Context: an optimization exercise on an open-source flow, tuned for small area. The choices shown serve that exercise and are no tape-out recipe. RTL that was checked went through simulation tests only; none was proved equivalent to the original. No functional check of the RTL was part of runs 2 and 3. Power figures rest on the tool's default switching activity, not on a simulated workload.

**flow/config.mk**
```make
export PLATFORM = sky130hd
export DESIGN_NAME = seven_seg_controller
export DESIGN_NICKNAME = seven_seg_controller
export VERILOG_FILES = /design/flow/design.v
export SDC_FILE = /design/flow/constraint.sdc
export NUM_CORES = 4
export LEC_CHECK = 0
export CAP_MARGIN = 20
export CORE_MARGIN = 2
export CORE_UTILIZATION = 40
export SLEW_MARGIN = 20
```
**flow/constraint.sdc**
```tcl
create_clock -name core_clock -period 10.0 [get_ports {clk}]
set_input_delay 2.0000 -clock core_clock [delete_from_list [all_inputs] [get_ports {clk}]]
set_output_delay 2.0000 -clock core_clock [all_outputs]
set_load 0.01 [all_outputs]
```
**flow/design.v**
```verilog
module seven_seg_controller (
    input clk,
    input reset,
    input avs_address,
    input avs_write,
    input [15:0] avs_writedata,
    output avs_waitrequest,
    output reg sr_data,
    output reg sr_clk,
    output reg sr_latch
);
    assign avs_waitrequest = 1'b0;
    localparam [5:0] ST_LOAD = 6'd31;
    localparam [5:0] ST_IDLE = 6'd6;
    reg [15:0] display_data;
    reg [1:0]  digit_sel;
    reg [11:0] div;         
    reg [11:0] ticks;       
    reg [17:0] rfr;         
    reg        load_req;
    reg [3:0]  f_code;      
    reg [1:0]  f_digit;     
    reg [5:0]  st;
    wire div_z  = ~|div[10:0];
    wire div_fb = div[11] ^ div[0] ^ div[1] ^ div[7] ^ div_z;
    wire rfr_z  = ~|rfr[16:0];
    wire rfr_fb = rfr[17] ^ rfr[6] ^ rfr_z;
    wire wr      = avs_write & ~avs_address;
    wire debug   = &display_data;
    wire tick    = div[11] & div_z;             
    wire refresh = ~debug & (load_req | (rfr[17] & rfr_z));
    wire shifting = st[5];
    wire is_load  = ~st[5] & st[4];
    wire is_idle  = ~st[5] & st[2] & st[1] & ~st[0];
    wire is_hold  = ~st[5] & ~st[4] & ~(st[2] & (st[1] | st[0]));   
    wire [3:0] cur_code = display_data[digit_sel*4 +: 4];
    localparam [15:0] SEG0 = 16'b1111110000010010;
    localparam [15:0] SEG1 = 16'b1111110001100000;
    localparam [15:0] SEG2 = 16'b1111110000000100;
    localparam [15:0] SEG3 = 16'b1111110010010010;
    localparam [15:0] SEG4 = 16'b1111111010111010;
    localparam [15:0] SEG5 = 16'b1111110010001110;
    localparam [15:0] SEG6 = 16'b1111110010000011;
    wire [7:0] seg = {1'b1, SEG6[f_code], SEG5[f_code], SEG4[f_code], SEG3[f_code],
                      SEG2[f_code], SEG1[f_code], SEG0[f_code]};
    wire [3:0] bi = st[4:1];
    wire frame_bit = bi[3] ? (bi[2] & (bi[1:0] == f_digit)) : seg[~bi[2:0]];
    always @(posedge clk or posedge reset) begin
        if (reset) begin
            display_data <= 16'h0000;
            digit_sel    <= 2'd0;
            div          <= 12'd0;
            ticks        <= 12'd0;
            rfr          <= 18'd0;
            load_req     <= 1'b0;
            st           <= ST_IDLE;
            sr_data      <= 1'b0;
            sr_clk       <= 1'b0;
            sr_latch     <= 1'b0;
        end else begin
            div <= {div[10:0], div_fb};
            if (tick)
                ticks <= ticks + 1'b1;
            if (load_req)
                rfr <= 18'd0;
            else
                rfr <= {rfr[16:0], rfr_fb};
            if (wr)
                display_data <= avs_writedata;
            load_req <= ~refresh & (wr | load_req);
            if (debug) begin
                sr_data  <= 1'b0;
                sr_clk   <= 1'b0;
                sr_latch <= ticks[11];
                st       <= ST_IDLE;
            end else begin
                if (refresh)
                    digit_sel <= digit_sel + 1'b1;
                if (tick && !is_idle)
                    st <= st + 1'b1;
                else if (refresh)
                    st <= ST_LOAD;
                if (tick) begin
                    sr_clk   <= shifting & st[0];
                    sr_latch <= is_hold;
                    if (shifting)
                        sr_data <= frame_bit;
                    else if (is_idle)
                        sr_data <= 1'b0;
                end
            end
        end
    end
    always @(posedge clk) begin
        if (tick && is_load && !debug) begin
            f_code  <= cur_code;
            f_digit <= digit_sel;
        end
    end
endmodule
```
**flow/run.sh**
```bash
#!/bin/bash
# synth_recipe.tcl (not shown) runs the flow's synth.tcl, then flattens the netlist and writes it again
# the make line also repeats each setting of config.mk as NAME=value (left out here)
make -C /OpenROAD-flow-scripts/flow DESIGN_CONFIG=/design/flow/config.mk WORK_HOME=/design/flow/orfs CLKGATE_MAP_FILE= SYNTH_SCRIPT=/design/flow/synth_recipe.tcl finish
```
==> results of run 1 <==
## metal layers
layer	track usage, %	vias to the layer above	wire length, um
met5	0	-	0
met4	4.52	0	65
met3	4.23	6	208
met2	20.7	32	2660
met1	18.2	1029	2770
li1	-	1009	-
## per-stage QoR
| stage | power, mW | instances | cell area (um^2) |
|---|---|---|---|
| after global routing | 0.764 | 406 | 3910 |
| after floorplan | 0.470 | 271 | 3380 |
| after detailed placement | 0.501 | 390 | 3710 |
| final | 0.729 | 406 | 3910 |
| after global placement | 0.497 | 390 | 3700 |
| after CTS | 0.739 | 406 | 3910 |
## kinds of logic after synthesis
group / count (synthesis) / synth area share, %
and+or+nand+nor: 85 / 15.3
DFF: 76 / 57.2
AOI/OAI and AO/OA: 35 / 7.17
muxes: 22 / 8.62
buffers and inverters: 22 / 2.81
xor gates and xnor gates: 21 / 5.44
adders and majority gates: 9 / 3.33
other: 1 / 0.111
## flip-flops by register name, indices dropped and copies added (netlist names)
| signal | flops |
|---|---|
| ticks | 12 |
| digit_sel | 2 |
| div | 12 |
| sr_clk | 1 |
| rfr | 18 |
| load_req | 1 |
| f_code | 4 |
| f_digit | 2 |
| st | 6 |
| sr_data | 1 |
| display_data | 16 |
| sr_latch | 1 |
## cell type report
class	count	area share, %
inverter	11	1.06
tap	105	3.36
clock inverter	5	1.54
clock buffer	11	3.61
sequential	76	49.5
timing repair buffer	25	6.21
multi-input combinational	173	34.8
## power groups by stage
| stage | clock network [mW] | logic (mW) | registers [mW] |
|---|---|---|---|
| 2_1_floorplan | 0 | 0.106 | 0.364 |
| 3_3_place_gp | 0 | 0.105 | 0.392 |
| 3_5_place_dp | 0 | 0.109 | 0.391 |
| 4_1_cts | 0.244 | 0.110 | 0.386 |
| 5_1_grt | 0.253 | 0.119 | 0.392 |
| 6_report | 0.235 | 0.109 | 0.386 |
## worst min path at each step
stage               to
4_1_cts        div[10]
3_3_place_gp    div[9]
5_1_grt        div[10]
2_1_floorplan   div[9]
3_5_place_dp    div[7]
6_report       div[10]
## cell usage in the layout, fill, tap and decap left out, drive strengths merged, types with 9 or more instances in the layout
master / n
ha: 9
clkdlybuf4s50: 22
dfrtp: 68
clkbuf: 11
o21ai: 9
nand2: 13
nor2: 11
mux2: 17
xnor2: 16
nand3: 9
nor2b: 19
inv: 12
==> run notes, run 1 <==
status=finished clean; Initial Util=approximately two fifths; Yosys top cell area share=approximately half; cell with the most instances after synthesis=dfrtp_1; internal cell power=0.532 mW; routability congestion estimate=0.759; Avg Cell Area, Syn=approximately 12 um^2; Setup Fix Bufs, Post-CTS=0; largest cells by area after synthesis=dfrtp_1 (50%), mux2_2 (5.7%), edfxtp_1 (5.3%); antenna violations before repair=0; Port-buffer cells=22; CP Data Arrival Time=between 1000 and 1500 ps; num rows=33; max incr delay on CP=540 ps; Final setup viols=0; Max-Cap Viols=0; PostCTS Resize Cnt=0; most frequent cells after synthesis=dfrtp_1 (68), nor2b_1 (19), mux2_2 (17); Worst setup startpoint=sr_clk; global route total overflow=0; ys flop type=dfrtp_1; Synth async-reset ratio=92.1%; Post-synth EDFFs=6; worst hold path depth=0; Root Driver=clkbuf_8; Max Clock Skew=between 8 and 9 ps; pwr dens=186 mW/mm^2; die area=a little over 0.009 mm^2; all-layer global routing usage=roughly 13%; Hold Startpoint=div[9]; Fillers=between 700 and 800; First DRT Iteration DRCs=66; vias in the first global route=around 2,000; total CTS buffers=9; Mapped Cells=around 270; largest net degree at the start of global routing=71; Critical R2R Launch=div[6]; IO Pins=24; die height=about 96 um; Clk pin slew, worst setup/hold paths=around 80 ps; CTS Hold Buffers Added=0; latest clock arrival within the worst-skew pair=around 340 ps; switch share=between 20% and 30%; final wirelength=approximately 5.7 mm; syn_nets=300; Final Max Slew Viols=0; worst hold margin=378 ps; Critical Path RT=8000 ps; area of the multi-input gates=0.00136 mm^2; CP cell instances=clkdlybuf4s50_1; post-synthesis sequential area ratio=a little under three fifths; Clock power frac=about a third; Synth Cell Area=about 0.0034 mm^2; Post-layout nets=around 330; Max FO, Critical Path=2; total negative slack=0 ps; Worst Tran Pin Value=approximately 850 ps; DRC Markers=0; yosys warns=1; # clock sinks=76; first-pass GRT wire length=9.52 mm; CTS H-tree depth=3; #FFs+latches synth=76; CP delay by family, top=buffers and inverters; vias per inst=between 5 and 6; RSZ-0062 raised after global routing=false; Reg power frac=52.9%; crit path capture=sr_clk; # diodes=0; register area=between 0.0015 and 0.002 mm^2; Worst R2R Path Depth=3; antenna viol nets, final=0; Max IR drop VDD=0.108 mV; final worst path period share=between 30% and 40%; Worst path depth=1; cell leakage power=approximately 1.7 nW; P_sw=between 0.15 and 0.2 mW; Place WS=approximately 6700 ps; CTS Buffer Depth=2; drt wl/cell=about 14 um; Tmin final=about 3300 ps; DRT Pass-1 Iters=4; Core Area=~0.0082 mm^2; post-synth cell types=52; layout cells sized above 1=roughly 18%; Combinational Power Share=between 10% and 20%; Max Fclk=307 MHz; worst hold path type=flop to flop; Fin. Hold Viols=0; cell taking the most area after synthesis=dfrtp_1; WS Path Type=flop to primary output; final core occ=between 40% and 50%; Die Width=around 96 um; vias=just over 2,000; worst rel slew slack=between 40% and 50%; Reg2Reg Setup Slack=between 7000 and 8000 ps; post-route setup slack=6750 ps; critical path startpoint category=flop; reg2reg end=f_code[0]; Crit. End Element=primary output; CTS tree=yes; Synth-to-Final Area Change=15.6%; Critical path buffers and inverters=1; DP HPWL=between 3 and 4 mm; CP max stage cell=clkdlybuf4s50_1
==> run 2: changes to the inputs <==
==> flow/design.v (replaced) <==
module seven_seg_controller (
    input clk,
    input reset,
    input avs_address,
    input avs_write,
    input [15:0] avs_writedata,
    output avs_waitrequest,
    output reg sr_data,
    output reg sr_clk,
    output reg sr_latch
);
    assign avs_waitrequest = 1'b0;
    localparam [5:0] ST_LOAD = 6'd31;
    localparam [5:0] ST_IDLE = 6'd6;
    reg [15:0] display_data;
    reg [1:0]  digit_sel;
    reg [23:0] cnt;
    reg [17:0] refresh_counter;
    reg        load_req;
    reg [3:0]  f_code;      
    reg [1:0]  f_digit;     
    reg [5:0]  st;
    wire wr      = avs_write & ~avs_address;
    wire debug   = &display_data;
    wire tick    = &cnt[11:0];
    wire refresh = ~debug & (load_req | (&refresh_counter));
    wire shifting = st[5];
    wire is_load  = ~st[5] & st[4];
    wire is_idle  = ~st[5] & st[2] & st[1] & ~st[0];
    wire is_hold  = ~st[5] & ~st[4] & ~(st[2] & (st[1] | st[0]));   
    wire [3:0] cur_code = display_data[digit_sel*4 +: 4];
    reg [7:0] seg;
    always @(*) begin
        case (f_code)
            4'd0: seg = 8'hC0;
            4'd1: seg = 8'hF9;
            4'd2: seg = 8'hA4;
            4'd3: seg = 8'hB0;
            4'd4: seg = 8'h99;
            4'd5: seg = 8'h92;
            4'd6: seg = 8'h82;
            4'd7: seg = 8'hF8;
            4'd8: seg = 8'h80;
            4'd9: seg = 8'h90;
            default: seg = 8'hFF;
        endcase
    end
    wire [3:0] bi = st[4:1];
    wire frame_bit = bi[3] ? (bi[2] & (bi[1:0] == f_digit)) : seg[~bi[2:0]];
    always @(posedge clk or posedge reset) begin
        if (reset) begin
            display_data    <= 16'h0000;
            digit_sel       <= 2'd0;
            cnt             <= 24'd0;
            refresh_counter <= 18'd0;
            load_req        <= 1'b0;
            st              <= ST_IDLE;
            sr_data         <= 1'b0;
            sr_clk          <= 1'b0;
            sr_latch        <= 1'b0;
        end else begin
            cnt <= cnt + 1'b1;
            if (wr)
                display_data <= avs_writedata;
            load_req <= ~refresh & (wr | load_req);
            if (debug) begin
                sr_data  <= 1'b0;
                sr_clk   <= 1'b0;
                sr_latch <= cnt[23];
                st       <= ST_IDLE;
            end else begin
                if (load_req)
                    refresh_counter <= 18'd0;
                else
                    refresh_counter <= refresh_counter + 1'b1;
                if (refresh)
                    digit_sel <= digit_sel + 1'b1;
                if (tick && !is_idle)
                    st <= st + 1'b1;
                else if (refresh)
                    st <= ST_LOAD;
                if (tick) begin
                    sr_clk   <= shifting & st[0];
                    sr_latch <= is_hold;
                    if (shifting)
                        sr_data <= frame_bit;
                    else if (is_idle)
                        sr_data <= 1'b0;
                end
            end
        end
    end
    always @(posedge clk) begin
        if (tick && is_load && !debug) begin
            f_code  <= cur_code;
            f_digit <= digit_sel;
        end
    end
endmodule
--- a/flow/config.mk
+++ b/flow/config.mk
@@ -5,6 +5,7 @@
 export SDC_FILE = /design/flow/constraint.sdc
 export NUM_CORES = 4
 export LEC_CHECK = 0
+export ABC_AREA = 1
 export CAP_MARGIN = 20
 export CORE_MARGIN = 2
 export CORE_UTILIZATION = 40
==> run 2 against run 1 <==
Flip-flop and latch count grew 7. Clock power grew 4%. Critical path type unchanged. Highest routed layer unchanged. Register-to-register slack gained 20 ps. Worst hold slack gained 80 ps. Die area grew 31%. Non-clock buffer count shrank 1. Count of clock-buffer cells in the layout grew 1. Still clean on timing, DRC and antenna.
==> run notes, run 2 <==
total negative slack=0 ps (unchanged); Yosys top cell area share=38.0% (-12 points); Compound-Gate Fraction of Synth Area=6.42% (-0.75 points); WS Path Type=flop to primary output; Final setup viols=0 (unchanged); vias=3,430 (+65%); global route total overflow=0 (unchanged); layout cells sized above 1=12.5% (-5.1 points); CTS Hold Buffers Added=0 (unchanged); most frequent cells in the layout=nand2_1 (118), dfrtp_1 (68), nor2_1 (57); Max Fclk=307 MHz (about the same); Final Max Slew Viols=0 (unchanged); DRT Pass-1 Iters=4 (unchanged); worst hold path depth=1 (+1); mux cell area share after synthesis=2.51% (-6.1 points); Worst path depth=1 (unchanged); Worst R2R Path Depth=12 (+9); First DRT Iteration DRCs=165 (+150%); post-synthesis adder-cell area fraction=2.51% (-0.81 points); register area=0.00207 mm^2 (+7.2%); yosys warns=1 (unchanged); die area=0.0121 mm^2 (+31%); latest clock arrival within the worst-skew pair=360 ps (+20 ps); pwr dens=165 mW/mm^2 (-12%); IO Pins=24 (unchanged); die height=110 um (+14%); final wirelength=8.43 mm (+48%); Synth-to-Final Area Change=12.4%; total CTS buffers=9 (unchanged); register bank with the most flops=cnt; DRC Markers=0 (unchanged); Critical path buffers and inverters=1 (unchanged); PostCTS Resize Cnt=0 (unchanged); vias in the first global route=3,352 (+67%); Fin. Hold Viols=0 (unchanged); PnR Total Power=0.828 mW (+14%); most common cell after layout, fill and taps aside=nand2_1; max reg flops=24 (+6); simple-gate share of the synthesized area=31.0% (+16 points); # diodes=0 (unchanged); num rows=38 (+15%); Core Area=0.0109 mm^2 (+33%); Root Driver=clkbuf_8; CP cell instances=clkdlybuf4s50_1; CTS tree=yes; area of the multi-input gates=0.00213 mm^2 (+56%); Regs by FF count=cnt: 24 flops, refresh_counter: 18 flops, display_data: 16 flops; Post-synth EDFFs=6 (unchanged); CP delay by family, top=buffers and inverters; Clk pin slew, worst setup/hold paths=80 ps (about the same); DP HPWL=6.32 mm (+63%); Initial Util=41.1% (about the same); post-route setup slack=6740 ps (-2.89 ps); Max IR drop VDD=0.0982 mV (-8.9%); Critical Path RT=8000 ps (about the same); ys flop type=dfrtp_1; Max-Cap Viols=0 (unchanged); reg2reg end=seg[3]; Worst Tran Pin Value=874 ps (+20.9 ps); antenna viol nets, final=0 (unchanged); main combinational cell family by area after synthesis=simple AND/OR/NAND/NOR gates; Avg Cell Area, Syn=8.48 um^2 (-32%); largest cells by area after synthesis=dfrtp_1 (38%), nand2_1 (9.9%), nor2_1 (4.8%); largest net degree at the start of global routing=71 (unchanged); vias per inst=4.91 (-4.0%); routability congestion estimate=0.836 (+10%); area share of xor/xnor cells in the synthesized design=4.89% (-0.55 points); Synth Cell Area=0.00448 mm^2 (+32%); Critical R2R Launch=display_data[7]; post-synth cell types=49 (-5.8%); status=finished clean; first-pass GRT wire length=15.2 mm (+59%); Synth async-reset ratio=84.3% (-7.8 points); worst hold margin=457 ps (+79.6 ps); all-layer global routing usage=16.0% (+2.5 points); RSZ-0062 raised after global routing=false; Crit. End Element=primary output; Die Width=110 um (+14%); # clock sinks=83 (+9.2%); drt wl/cell=12.1 um (-14%); syn_nets=557 (+86%); #FFs+latches synth=83 (+9.2%); most frequent cells after synthesis=nand2_1 (118), dfrtp_1 (68), nor2_1 (57); Port-buffer cells=22 (unchanged); post-synthesis sequential area ratio=46.3% (-11 points); Max FO, Critical Path=2 (unchanged); Fillers=1,078 (+48%); final worst path period share=32.6% (about the same); worst rel slew slack=41.7% (-1.4 points); Tmin final=3260 ps (+2.89 ps); Reg2Reg Setup Slack=7880 ps (+20 ps); Hold Startpoint=cnt[0]; cell leakage power=2.33 nW (+37%); cell with the most instances after synthesis=nand2_1; cell taking the most area after synthesis=dfrtp_1; critical path startpoint category=flop; CTS H-tree depth=3 (unchanged); WHS Endpoint=cnt[0]; Post-layout nets=583 (+79%); Max Clock Skew=14.4 ps (+6.01 ps); max incr delay on CP=540 ps (about the same); Setup Fix Bufs, Post-CTS=0 (unchanged); CP Data Arrival Time=1260 ps (about the same); CP max stage cell=clkdlybuf4s50_1; worst hold path type=flop to flop; Place WS=6410 ps (-286 ps); antenna violations before repair=0 (unchanged); CTS Buffer Depth=2 (unchanged); Mapped Cells=528 (+95%)
## run 2: logic make-up (layout without fill, tap and decap cells)
family                   after synthesis  count (layout)
XOR/XNOR                              25              25
flip-flops                            83              83
AND/OR/NAND/NOR                      280             280
AO/OA/AOI/OAI                         52              52
multiplexers                          10              10
buffers and inverters                 68              99
adder cells (fa/ha/maj)                9               9
other                                  1               1
## run 2: metrics by stage
stage | area (um^2) | util, % | std cells
finish | 5030 | 46.2 | 699
CTS | 5030 | 46.2 | 699
floorplan | 4480 | - | 528
global placement | 4840 | 44.4 | 683
global route | 5030 | 46.2 | 699
detailed placement | 4840 | 44.4 | 683
## run 2: worst max path at each step
stage                      startpoint              end  slack, ps
final                          sr_clk           sr_clk       6740
after global routing           sr_clk           sr_clk       6670
after CTS                      sr_clk           sr_clk       6700
after detailed placement  avs_address  display_data[2]       6410
after global placement    avs_address  display_data[4]       6440
after floorplan                 reset           cnt[0]       6240
## run 2: per-layer routing
layer  vias up  part of all wire, %  track usage [%]  routed length, um
met4         0                  1.3             5.97                110
li1       1761                    -                -                  -
met2        46                   46             24.9               3880
met1      1610                   50             21.6               4190
met3        13                  2.9             3.62                248
met5         -                    0                0                  0
## run 2: area by class of cell
type                            count  share of cell area (%)
Multi-Input combinational cell    377                    42.2
Sequential cell                    83                    41.2
Timing Repair Buffer               24                    4.67
Inverter                           59                    4.52
Tap cell                          140                    3.48
Clock buffer                       12                    2.88
Clock inverter                      4                    1.02
## run 2: power by group
group / total [mW] / switching, mW / internal [mW]
sequential: 0.414 / 0.0396 / 0.374
combinational: 0.171 / 0.105 / 0.0662
clock: 0.244 / 0.121 / 0.123
total: 0.828 / 0.265 / 0.563
==> run 3: changes to the inputs <==
--- a/flow/config.mk
+++ b/flow/config.mk
@@ -5,7 +5,6 @@
 export SDC_FILE = /design/flow/constraint.sdc
 export NUM_CORES = 4
 export LEC_CHECK = 0
-export ABC_AREA = 1
 export CAP_MARGIN = 20
 export CORE_MARGIN = 2
 export CORE_UTILIZATION = 40
==> run 3 against run 2 <==
Die area fell by 7.2%. Clock power barely moved. Sequential share of layout area rose by 3.0 points. Clock skew is 2.2 ps higher. Via count is 13% lower. Count of clock-buffer cells in the layout down 2. Global-route usage decreased by 0.91 points. Register-to-register slack worse by 970 ps. Worst hold slack gained 5.1 ps. Non-clock buffer count up 2. Combinational power down 16%. Critical path depth is the same. Critical endpoint is now sr_latch. Highest routed layer unchanged.
==> run notes, run 3 <==
Critical path buffers and inverters=1 (unchanged); WS Path Type=flop to primary output; vias=2,968 (-13%); drt wl/cell=14.0 um (+16%); CTS tree=yes; cell taking the most area after synthesis=dfrtp_1; ys flop type=dfrtp_1; Regs by FF count=cnt: 24 flops, refresh_counter: 18 flops, display_data: 16 flops; most frequent cells in the layout=dfrtp_1 (68), o21ai_0 (34), nor2_1 (30); first-pass GRT wire length=13.7 mm (-9.7%); Synth Cell Area=0.00414 mm^2 (-7.5%); #FFs+latches synth=83 (unchanged); register bank with the most flops=cnt; total negative slack=0 ps (unchanged); post-synth cell types=54 (+10%); layout cells sized above 1=11.8% (-0.67 points); post-synthesis sequential area ratio=50.1% (+3.8 points); total CTS buffers=9 (unchanged); Synth-to-Final Area Change=13.2%; # diodes=0 (unchanged); DP HPWL=5.39 mm (-15%); Die Width=106 um (-3.7%); Avg Cell Area, Syn=10.4 um^2 (+23%); Root Driver=clkbuf_8; # clock sinks=83 (unchanged); critical path startpoint category=flop; post-route setup slack=6760 ps (+13.3 ps); worst hold path type=flop to flop; CP max stage cell=clkdlybuf4s50_1; die area=0.0112 mm^2 (-7.2%); most frequent cells after synthesis=dfrtp_1 (68), o21ai_0 (34), nor2_1 (30); Clk pin slew, worst setup/hold paths=80 ps (about the same); latest clock arrival within the worst-skew pair=350 ps (about the same); largest net degree at the start of global routing=71 (unchanged); PostCTS Resize Cnt=0 (unchanged); IO Pins=24 (unchanged); status=finished clean; cell with the most instances after synthesis=dfrtp_1; Post-layout nets=446 (-23%); Max Fclk=308 MHz (+0.41%); Max FO, Critical Path=2 (unchanged); final wirelength=7.79 mm (-7.6%); num rows=37 (-2.6%); Mapped Cells=397 (-25%); Initial Util=40.7% (-0.46 points); max reg flops=24 (unchanged); Core Area=0.0102 mm^2 (-6.5%); Worst Tran Pin Value=880 ps (+6.69 ps); DRC Markers=0 (unchanged); CTS H-tree depth=3 (unchanged); RSZ-0062 raised after global routing=false; CP Data Arrival Time=1240 ps (-20 ps); vias per inst=5.32 (+8.4%); die height=106 um (-3.7%); Place WS=6680 ps (+268 ps); final core occ=46.1% (-0.19 points); Max IR drop VDD=0.0806 mV (-18%); pwr dens=170 mW/mm^2 (+3.5%); max incr delay on CP=540 ps (about the same); Tmin final=3240 ps (-13.3 ps); Setup Fix Bufs, Post-CTS=0 (unchanged); Max Clock Skew=16.6 ps (+2.17 ps); CTS Buffer Depth=2 (unchanged); most common cell after layout, fill and taps aside=dfrtp_1; worst rel slew slack=41.3% (-0.45 points); First DRT Iteration DRCs=136 (-18%); Crit. End Element=primary output; Synth async-reset ratio=84.3% (unchanged); Fin. Hold Viols=0 (unchanged); CP cell instances=clkdlybuf4s50_1; Port-buffer cells=22 (unchanged); global route total overflow=0 (unchanged); Critical Path RT=8000 ps (about the same); antenna violations before repair=0 (unchanged); final worst path period share=32.4% (-0.13 points); PnR Total Power=0.799 mW (-3.6%); Final Max Slew Viols=0 (unchanged); DRT Pass-1 Iters=4 (unchanged); Yosys top cell area share=41.1% (+3.1 points); Post-synth EDFFs=6 (unchanged); routability congestion estimate=0.793 (-5.1%); Max-Cap Viols=0 (unchanged); cell leakage power=1.96 nW (-16%); antenna viol nets, final=0 (unchanged); CP delay by family, top=buffers and inverters; yosys warns=1 (unchanged); Final setup viols=0 (unchanged); syn_nets=426 (-24%); CTS Hold Buffers Added=0 (unchanged); all-layer global routing usage=15.1% (-0.91 points); largest cells by area after synthesis=dfrtp_1 (41%), edfxtp_1 (4.3%), mux2_2 (4.3%); vias in the first global route=2,822 (-16%)
==> run 3: cell count changes in the layout (fill, tap and decap cells not counted), moves of 8 or more <==
cell	before	now
and3_1	1	9
nand3_1	33	18
inv_1	51	16
nand2_4	8	0
nand2_1	118	28
nor2_1	57	30
o21ai_0	21	34
==> run 3: path summary, 6_finish.rpt <==
kind / startpoint / end / slack [ps] / depth (start not counted)
setup / recovery: sr_latch / sr_latch / 6760 / 1
hold / removal: cnt[0] / cnt[0] / 460 / 1
setup reg to reg: cnt[0] / seg[4] / 6910 / 13
hold reg to reg: cnt[0] / cnt[0] / 460 / 1
max in group asynchronous: reset / display_data[9] / 7200 / 3
min in group asynchronous: reset / sr_clk / 2210 / 3
==> run 3: per-layer routing <==
layer	global-route usage, %	up-vias	part of all wire [%]	routed length, um
li1	-	1463	-	-
met1	20.3	1458	48	3760
met2	24.3	40	48	3710
met3	3.03	7	3.0	232
met4	5.17	0	1.1	86
met5	0	-	0	0
==> run 3: through the flow <==
stage	hold WS (ps)	std cells	area [um^2]
after floorplan	420	397	4140
after global placement	439	542	4490
after detailed placement	454	542	4490
after CTS	466	558	4690
after global routing	488	558	4690
final	463	558	4690
==> run 3: cell families after synthesis <==
family | Yosys count | share of synthesized area, %
buf+inv | 34 | 3.47
fa+ha+maj | 9 | 2.72
compound gates | 73 | 10.7
mux | 29 | 9.33
other cells | 1 | 0.0905
xor+xnor | 30 | 6.34
simple gates | 138 | 17.3
flops | 83 | 50.1
==> run 3: cell type report <==
class                      count  area (um^2)
multi-input combinational    280         1930
clock inverter                 6         73.8
timing repair buffer          26          250
fill                         990         5490
sequential                    83         2070
inverter                      17         63.8
tap                          136          170
clock buffer                  10          128
==> run 3: worst register-to-register path: stages (launching register included) <==
cell     delay [ps]
dfrtp_1         380
ha_1            240
nand4_1         210
nor3_1          190
buf_4           240
and3_1          450
mux2i_1         420
inv_1           130
ha_1            270
inv_1            80
nor2_1           40
nand2_1          70
o21ai_0          80
o21ai_0         200
==> run 3: report_power, final <==
group / switching [mW] / leakage, nW / internal (mW)
logic: 0.0736 / 0.860 / 0.0708
clock network: 0.126 / 0.0950 / 0.119
registers: 0.0414 / 1.01 / 0.368

## port drivers added, routing unchanged
The results above use ideal ports. As a check the final layouts listed here were re-extracted and re-timed, cells and wires unchanged. Step 1 sets driving cells, clkbuf_16 on the clock port and buf_2 on the other inputs (assumed; they add their load-dependent delay and slew). Step 2 times the ports against the registers' clock, not the clock port: input delays grow and output delays shrink by t, the midpoint of the rising clock arrivals with the driver on. a / b / c = ideal / step 1 / step 2; a / b = the first two.
run	t, ns	setup WS [ns]	worst register clock-pin slew, ns	pins driven straight from the clock port
run 1	0.365	6.745 / 6.713 / 6.700	0.08 / 0.08	1
run 2	0.388	6.742 / 6.710 / 6.435	0.09 / 0.09	1
run 3	0.378	6.755 / 6.724 / 6.698	0.10 / 0.10	1
After both steps setup and hold are still met in every run listed. For run 2, which loses most, drivers alone change the setup slack by -0.032 ns; drivers and shift together by -0.307 ns.
